Context: an optimization exercise on an open-source flow, tuned for small area. The choices shown serve that exercise and are no tape-out recipe. In this exercise RTL edits were held to simulation tests only and were not proved equivalent to the original. The flow treats the clock pin as an ideal source, which a real chip does not have. Power and IR drop assume default switching activity.

## run 5
## topModule
module topModule(input logic clk, reset,
                 input logic [3:0] wAddr,  
                 input logic [7:0] data,  
                 input logic next, prev, compute, counter, enter,  
                 output logic a, b, c, d, e, f, g, dp,  
                 output logic [3:0] an,  
                 output logic [7:0] lData,
                 output logic [3:0] lAddr,
                 output logic lReset
    );
export LEC_CHECK = 0
export CAP_MARGIN = 20
export CORE_MARGIN = 2
export CORE_UTILIZATION = 70
export GPL_TIMING_DRIVEN = 0
export SLEW_MARGIN = 20
create_clock -name core_clock -period 10.0 [get_ports {clk}]
standard.sh (not shown) runs the stock make flow with config.mk's settings and CLKGATE_MAP_FILE= SYNTH_SCRIPT=/design/flow/synth_recipe.tcl, a recipe that flattens the netlist after the stock synthesis.
==> flow/flow/run.sh <==
#!/bin/bash
# Layout flow: the standard flow (standard.sh) with these changes:
#  - ABC maps the logic with an area-only script (no buffering or upsizing;
#    the placer's repair steps size and buffer what timing needs);
#  - only full adders are extracted as adder cells (no half adders);
#  - pass-through wires and ports are buffered with the smallest buffer cell;
#  - clock tree synthesis inserts no dummy loads;
#  - synthesis buffers are removed before placement, as with timing-driven placement;
#  - leaf clock buffers with few flip-flops are downsized after CTS (post_cts.tcl).
# The synthesis is otherwise the standard flow's own (synth_recipe.tcl, ORFS synth.tcl).
set -euo pipefail
here=$PWD
sed "s#source \$::env(SCRIPTS_DIR)/synth.tcl#source $here/area_synth.tcl#" synth_recipe.tcl > area_synth_recipe.tcl
sed -e "s#^  log_cmd abc {\*}\$abc_args#  set abc_args [lreplace \$abc_args 1 1 $here/flow/abc_area.script]\n  log_cmd abc {*}\$abc_args#" \
    -e "s#^  extract_fa {\*}\[dont_use_extract_fa_args\]#  extract_fa -fa#" \
    "$FLOW_HOME/scripts/synth.tcl" > area_synth.tcl
grep -q "area_synth.tcl" area_synth_recipe.tcl
grep -q "abc_area.script" area_synth.tcl
grep -q "extract_fa -fa" area_synth.tcl
bash standard.sh SYNTH_SCRIPT=$here/area_synth_recipe.tcl \
    "MIN_BUF_CELL_AND_PORTS=sky130_fd_sc_hd__buf_1 A X" \
    "BUFFER_PORTS_ARGS=-buffer_cell sky130_fd_sc_hd__buf_1" \
    "CTS_ARGS=-sink_clustering_enable -repair_clock_nets -dont_use_dummy_load -buf_list sky130_fd_sc_hd__clkbuf_8" \
    "PRE_GLOBAL_PLACE_TCL=$here/flow/pre_global_place.tcl" \
    "POST_CTS_TCL=$here/flow/post_cts.tcl" \
    finish > flow_make.log 2>&1
==> flow/flow/post_cts.tcl <==
set limit 0.112
proc worst_ff_clk_slew {} {
  set worst 0
  foreach pin [get_pins -hierarchical */CLK] {
    foreach p {slew_max_rise slew_max_fall} {
      set v [get_property $pin $p]
      if {$v > $worst} { set worst $v }
    }
  }
  return $worst
}
estimate_parasitics -placement
puts "post_cts: worst flip-flop clock slew before [worst_ff_clk_slew]"
set leaves {}
foreach inst [get_cells clkbuf_*] {
  if {[get_property $inst ref_name] ne "sky130_fd_sc_hd__clkbuf_8"} { continue }
  set net [get_nets -of_objects [get_pins [get_full_name $inst]/X]]
  set loads [get_pins -of_objects $net -filter "direction == input"]
  set leaf 1
  foreach l $loads {
    if {[get_property $l lib_pin_name] ne "CLK"} { set leaf 0 }
  }
  if {$leaf} { lappend leaves [list [llength $loads] [get_full_name $inst]] }
}
set n 0
foreach item [lsort -integer -index 0 $leaves] {
  set inst [get_cells [lindex $item 1]]
  replace_cell $inst sky130_fd_sc_hd__clkbuf_4
  estimate_parasitics -placement
  set w [worst_ff_clk_slew]
  if {$w > $limit} {
    replace_cell $inst sky130_fd_sc_hd__clkbuf_8
    estimate_parasitics -placement
  } else {
    incr n
  }
}
puts "post_cts: $n of [llength $leaves] leaf buffers set to clkbuf_4, worst flip-flop clock slew [worst_ff_clk_slew]"
==> flow/flow/pre_global_place.tcl <==
# Remove synthesis buffers (the pass-through buffers) before the ports are
# buffered, as the standard flow's timing-driven placement does.
remove_buffers
Other scripts of this flow, unchanged in this note and not shown: flow/flow/abc_area.script
Per the final summary, run 5 finished and its layout is clean on timing, DRC and antenna.
[inputs] run 2 vs run 5
- swapping 20 for 0 in SLEW_MARGIN
- swapping 20 for 0 in CAP_MARGIN
-- flow/flow/run.sh --
<<< run 5, line 7
#  - clock tree synthesis inserts no dummy loads;
#  - synthesis buffers are removed before placement, as with timing-driven placement;
#  - leaf clock buffers with few flip-flops are downsized after CTS (post_cts.tcl).
>>> run 2, line 7
#  - clock tree synthesis inserts no dummy loads.
<<< run 5, line 24
    "PRE_GLOBAL_PLACE_TCL=$here/flow/pre_global_place.tcl" \
    "POST_CTS_TCL=$here/flow/post_cts.tcl" \
>>> run 2, line 22
removed: flow/flow/post_cts.tcl
removed: flow/flow/pre_global_place.tcl
Findings:
- Cmp run 2 vs run 5: fraction of standard cell area that is sequential lower in run 2
- Sort run 2 and run 5 by data arrival time of the critical path asc -> top: run 2
- In the reports for run 2 and run 5, the smaller combinational group share of total power belongs to run 2.
- Measured against each other, run 2 and run 5 differ in average detailed-routed wire length per instance, the lower figure coming from run 2.
- Number of global-route vias before repair (higher): run 2
- From the logs: run 2 reached the end of the flow and failed the layout checks with max-capacitance violations, max-slew violations.
- Comparing run 2 against run 5, there is no change at all in post-synthesis sequential element count.

========
topModule again, from the RTL that the note above started with.
==> flow/design.v (excerpt) <==
module topModule(input logic clk, reset,
                 input logic [3:0] wAddr,  
                 input logic [7:0] data,  
                 input logic next, prev, compute, counter, enter,  
                 output logic a, b, c, d, e, f, g, dp,  
                 output logic [3:0] an,  
                 output logic [7:0] lData,
                 output logic [3:0] lAddr,
                 output logic lReset
    );
==> flow/config.mk <==
export PLATFORM = sky130hd
export DESIGN_NAME = topModule
export DESIGN_NICKNAME = topModule
export VERILOG_FILES = /design/flow/design.v
export SDC_FILE = /design/flow/constraint.sdc
export NUM_CORES = 4
export LEC_CHECK = 0
export CAP_MARGIN = 10
export CORE_MARGIN = 2
export CORE_UTILIZATION = 80
export GPL_TIMING_DRIVEN = 0
export SLEW_MARGIN = 10
==> flow/constraint.sdc <==
create_clock -name core_clock -period 10.0 [get_ports {clk}]
set_input_delay 2.0000 -clock core_clock [delete_from_list [all_inputs] [get_ports {clk}]]
set_output_delay 2.0000 -clock core_clock [all_outputs]
set_load 0.01 [all_outputs]
==> flow/flow/run.sh <==
#!/bin/bash
# Layout flow: the standard flow (standard.sh) with these changes:
#  - ABC maps the logic with an area-only script (no buffering or upsizing;
#    the placer's repair steps size and buffer what timing needs);
#  - only full adders are extracted as adder cells (no half adders);
#  - pass-through wires and ports are buffered with the smallest buffer cell;
#  - clock tree synthesis inserts no dummy loads.
# The synthesis is otherwise the standard flow's own (synth_recipe.tcl, ORFS synth.tcl).
set -euo pipefail
here=$PWD
sed "s#source \$::env(SCRIPTS_DIR)/synth.tcl#source $here/area_synth.tcl#" synth_recipe.tcl > area_synth_recipe.tcl
sed -e "s#^  log_cmd abc {\*}\$abc_args#  set abc_args [lreplace \$abc_args 1 1 $here/flow/abc_area.script]\n  log_cmd abc {*}\$abc_args#" \
    -e "s#^  extract_fa {\*}\[dont_use_extract_fa_args\]#  extract_fa -fa#" \
    "$FLOW_HOME/scripts/synth.tcl" > area_synth.tcl
grep -q "area_synth.tcl" area_synth_recipe.tcl
grep -q "abc_area.script" area_synth.tcl
grep -q "extract_fa -fa" area_synth.tcl
bash standard.sh SYNTH_SCRIPT=$here/area_synth_recipe.tcl \
    "MIN_BUF_CELL_AND_PORTS=sky130_fd_sc_hd__buf_1 A X" \
    "BUFFER_PORTS_ARGS=-buffer_cell sky130_fd_sc_hd__buf_1" \
    "CTS_ARGS=-sink_clustering_enable -repair_clock_nets -dont_use_dummy_load -buf_list sky130_fd_sc_hd__clkbuf_8" \
    finish > flow_make.log 2>&1
==> flow/flow/abc_area.script <==
strash
&get -n
&deepsyn -T 20
&put
dch -f
amap
topo
The first run finished with capacitance limit, slew limit left.
Then changed:
--- a/flow/flow/run.sh
+++ b/flow/flow/run.sh
@@ -5,5 +5,6 @@
 #  - only full adders are extracted as adder cells (no half adders);
 #  - pass-through wires and ports are buffered with the smallest buffer cell;
-#  - clock tree synthesis inserts no dummy loads.
+#  - clock tree synthesis inserts no dummy loads;
+#  - synthesis buffers are removed before placement, as with timing-driven placement.
 # The synthesis is otherwise the standard flow's own (synth_recipe.tcl, ORFS synth.tcl).
 set -euo pipefail
@@ -20,3 +21,4 @@
     "BUFFER_PORTS_ARGS=-buffer_cell sky130_fd_sc_hd__buf_1" \
     "CTS_ARGS=-sink_clustering_enable -repair_clock_nets -dont_use_dummy_load -buf_list sky130_fd_sc_hd__clkbuf_8" \
+    "PRE_GLOBAL_PLACE_TCL=$here/flow/pre_global_place.tcl" \
     finish > flow_make.log 2>&1
==> flow/flow/pre_global_place.tcl (new file) <==
# Remove synthesis buffers (the pass-through buffers) before the ports are
# buffered, as the standard flow's timing-driven placement does.
remove_buffers
CAP_MARGIN = 20   (was 10)
CORE_UTILIZATION = 70   (was 80)
SLEW_MARGIN = 20   (was 10)
After rerunning: Now the flow finished clean; utilization falls by 11 points; via count falls by about 9%; synthesized area does not change; die area rises by about 14%.
Then changed:
--- a/flow/flow/run.sh
+++ b/flow/flow/run.sh
@@ -6,5 +6,6 @@
 #  - pass-through wires and ports are buffered with the smallest buffer cell;
 #  - clock tree synthesis inserts no dummy loads;
-#  - synthesis buffers are removed before placement, as with timing-driven placement.
+#  - synthesis buffers are removed before placement, as with timing-driven placement;
+#  - leaf clock buffers with few flip-flops are downsized after CTS (post_cts.tcl).
 # The synthesis is otherwise the standard flow's own (synth_recipe.tcl, ORFS synth.tcl).
 set -euo pipefail
@@ -22,3 +23,4 @@
     "CTS_ARGS=-sink_clustering_enable -repair_clock_nets -dont_use_dummy_load -buf_list sky130_fd_sc_hd__clkbuf_8" \
     "PRE_GLOBAL_PLACE_TCL=$here/flow/pre_global_place.tcl" \
+    "POST_CTS_TCL=$here/flow/post_cts.tcl" \
     finish > flow_make.log 2>&1
==> flow/flow/post_cts.tcl (new file) <==
set limit 0.112
proc worst_ff_clk_slew {} {
  set worst 0
  foreach pin [get_pins -hierarchical */CLK] {
    foreach p {slew_max_rise slew_max_fall} {
      set v [get_property $pin $p]
      if {$v > $worst} { set worst $v }
    }
  }
  return $worst
}
estimate_parasitics -placement
puts "post_cts: worst flip-flop clock slew before [worst_ff_clk_slew]"
set leaves {}
foreach inst [get_cells clkbuf_*] {
  if {[get_property $inst ref_name] ne "sky130_fd_sc_hd__clkbuf_8"} { continue }
  set net [get_nets -of_objects [get_pins [get_full_name $inst]/X]]
  set loads [get_pins -of_objects $net -filter "direction == input"]
  set leaf 1
  foreach l $loads {
    if {[get_property $l lib_pin_name] ne "CLK"} { set leaf 0 }
  }
  if {$leaf} { lappend leaves [list [llength $loads] [get_full_name $inst]] }
}
set n 0
foreach item [lsort -integer -index 0 $leaves] {
  set inst [get_cells [lindex $item 1]]
  replace_cell $inst sky130_fd_sc_hd__clkbuf_4
  estimate_parasitics -placement
  set w [worst_ff_clk_slew]
  if {$w > $limit} {
    replace_cell $inst sky130_fd_sc_hd__clkbuf_8
    estimate_parasitics -placement
  } else {
    incr n
  }
}
puts "post_cts: $n of [llength $leaves] leaf buffers set to clkbuf_4, worst flip-flop clock slew [worst_ff_clk_slew]"
CORE_UTILIZATION = 75   (was 70)
After rerunning:
- The changed run completed with no timing, DRC or antenna violations
- final cell count shrinks by 3.0%
- area after synthesis does not change
- synthesized cell count does not change
- register-to-register slack stays flat
- total power decreases by 2.4%
- fmax fell by 1.0%

========
== job 101 ==
topModule, a different RTL version from the one above (not shown whole).
Size: ~510 cells after synthesis, about 170 flip-flops, roughly 44 I/O pins, ~0.0066 mm^2 of cells after synthesis.
export LEC_CHECK = 0
export CAP_MARGIN = 20
export CORE_MARGIN = 2
export CORE_UTILIZATION = 76
export GPL_TIMING_DRIVEN = 0
export SLEW_MARGIN = 20
create_clock -name core_clock -period 10.0 [get_ports {clk}]
==> flow/flow/run.sh <==
#!/bin/bash
# Layout flow: the standard flow (standard.sh) with these changes:
#  - ABC maps the logic with an area-only script (no buffering or upsizing;
#    the placer's repair steps size and buffer what timing needs);
#  - only full adders are extracted as adder cells (no half adders);
#  - pass-through wires and ports are buffered with the smallest buffer cell;
#  - clock tree synthesis inserts no dummy loads;
#  - synthesis buffers are removed before placement, as with timing-driven placement;
#  - leaf clock buffers with few flip-flops are downsized after CTS (post_cts.tcl);
#  - the and-or-invert cells of the memory read port (module aoi222) are
#    kept as modules through synthesis, so ABC maps each to one cell.
# The synthesis is otherwise the standard flow's own (synth_recipe.tcl, ORFS synth.tcl).
set -euo pipefail
here=$PWD
sed "s#source \$::env(SCRIPTS_DIR)/synth.tcl#source $here/area_synth.tcl#" synth_recipe.tcl > area_synth_recipe.tcl
sed -e "s#^  log_cmd abc {\*}\$abc_args#  set abc_args [lreplace \$abc_args 1 1 $here/flow/abc_area.script]\n  log_cmd abc {*}\$abc_args#" \
    -e "s#^  extract_fa {\*}\[dont_use_extract_fa_args\]#  extract_fa -fa#" \
    "$FLOW_HOME/scripts/synth.tcl" > area_synth.tcl
grep -q "area_synth.tcl" area_synth_recipe.tcl
grep -q "abc_area.script" area_synth.tcl
grep -q "extract_fa -fa" area_synth.tcl
bash standard.sh SYNTH_SCRIPT=$here/area_synth_recipe.tcl \
    SYNTH_HIERARCHICAL=1 SYNTH_MINIMUM_KEEP_SIZE=100000 SYNTH_KEEP_MODULES=aoi222 \
    "MIN_BUF_CELL_AND_PORTS=sky130_fd_sc_hd__buf_1 A X" \
    "BUFFER_PORTS_ARGS=-buffer_cell sky130_fd_sc_hd__buf_1" \
    "CTS_ARGS=-sink_clustering_enable -repair_clock_nets -dont_use_dummy_load -buf_list sky130_fd_sc_hd__clkbuf_8" \
    "PRE_GLOBAL_PLACE_TCL=$here/flow/pre_global_place.tcl" \
    "POST_CTS_TCL=$here/flow/post_cts.tcl" \
    finish > flow_make.log 2>&1
Scripts as last shown in full above: flow/flow/abc_area.script
Other scripts of this flow, unchanged in this note and not shown: flow/flow/post_cts.tcl, flow/flow/pre_global_place.tcl
Having completed the whole flow, job 101 delivered a layout that passed the timing, design-rule and antenna checks.
[inputs] job 102 vs job 101
# job 101
export LEC_CHECK = 0
export CAP_MARGIN = 20
export CORE_MARGIN = 2
export CORE_UTILIZATION = 76
export GPL_TIMING_DRIVEN = 0
export SLEW_MARGIN = 20
create_clock -name core_clock -period 10.0 [get_ports {clk}]
# job 102
export LEC_CHECK = 0
export CAP_MARGIN = 20
export CORE_MARGIN = 2
export CORE_UTILIZATION = 70
export GPL_TIMING_DRIVEN = 0
export SLEW_MARGIN = 20
create_clock -name core_clock -period 10.0 [get_ports {clk}]
- In summary, job 102 completed successfully, with a layout that passed the timing, design-rule and antenna checks.
- Status: part of the Yosys area used for sequential elements parity (job 101, job 102)
- There was hardly any difference in smallest hold slack between job 101 and job 102.
- Slew at the pin with the worst max-slew slack in job 102 is 0.059 ns higher than in job 101
- Job 102 vs job 101 — global-route wire length before repair dropped by a few percent
- ~same total nets after synthesis in job 102 and job 101
Relative to job 102, the following input files were edited for job 103:
# job 102
export LEC_CHECK = 0
export CAP_MARGIN = 20
export CORE_MARGIN = 2
export CORE_UTILIZATION = 70
export GPL_TIMING_DRIVEN = 0
export SLEW_MARGIN = 20
create_clock -name core_clock -period 10.0 [get_ports {clk}]
# job 103
export LEC_CHECK = 0
export CAP_MARGIN = 20
export CORE_MARGIN = 2
export CORE_UTILIZATION = 70
export GPL_TIMING_DRIVEN = 0
export PLACE_DENSITY = 0.9
export SLEW_MARGIN = 20
create_clock -name core_clock -period 10.0 [get_ports {clk}]
## What came out
The setup slack of job 103 is smaller than that of job 102.
Summary of job 103 over job 102: gate count after technology mapping flat, area fraction in and, or, nand and nor cells after synthesis down 0.64 points, fmax down 5.6 MHz.
Changes observed in job 103 relative to job 102: number of well-tap cells placed increased 18, number of standard cells in the final layout excluding fillers went up 2.3%, number of antenna violations at the first check in global routing barely changed, sequential share of layout area now sits lower.

## afterwards: timing with drivers on the ports
In the flow no input, the clock included, has a driving cell. The finished layouts below were timed again as built, in two steps.
Step 1: set_driving_cell puts a clkbuf_16 on clk and a buf_2 on each other input, an assumption about the parent block.
Step 2 times the ports against the registers' clock, not the clock port: input delays grow and output delays shrink by t, the midpoint of the rising clock arrivals with the driver on.
Three values: ideal ports, drivers, drivers and shift; two values: the first two.
run | t, ns | setup WS [ns] | worst setup path at the end | cell pins on the clock port's net
run 5 | 0.445 | 1.652 / 1.618 / 2.063 | register to output | 1
run 2 | 0.474 | 1.867 / 1.831 / 2.304 | register to output | 1
the first run of note 2 | 0.473 | 1.087 / 1.058 / 1.530 | register to output | 1
the second run of note 2 | 0.463 | 1.573 / 1.539 / 2.001 | register to output | 1
the third run of note 2 | 0.452 | 1.488 / 1.453 / 1.905 | register to output | 1
job 101 | 0.450 | 2.133 / 2.098 / 2.548 | register to output | 1
job 102 | 0.459 | 2.377 / 2.342 / 2.800 | register to output | 1
job 103 | 0.469 | 2.037 / 2.005 / 2.474 | register to output | 1
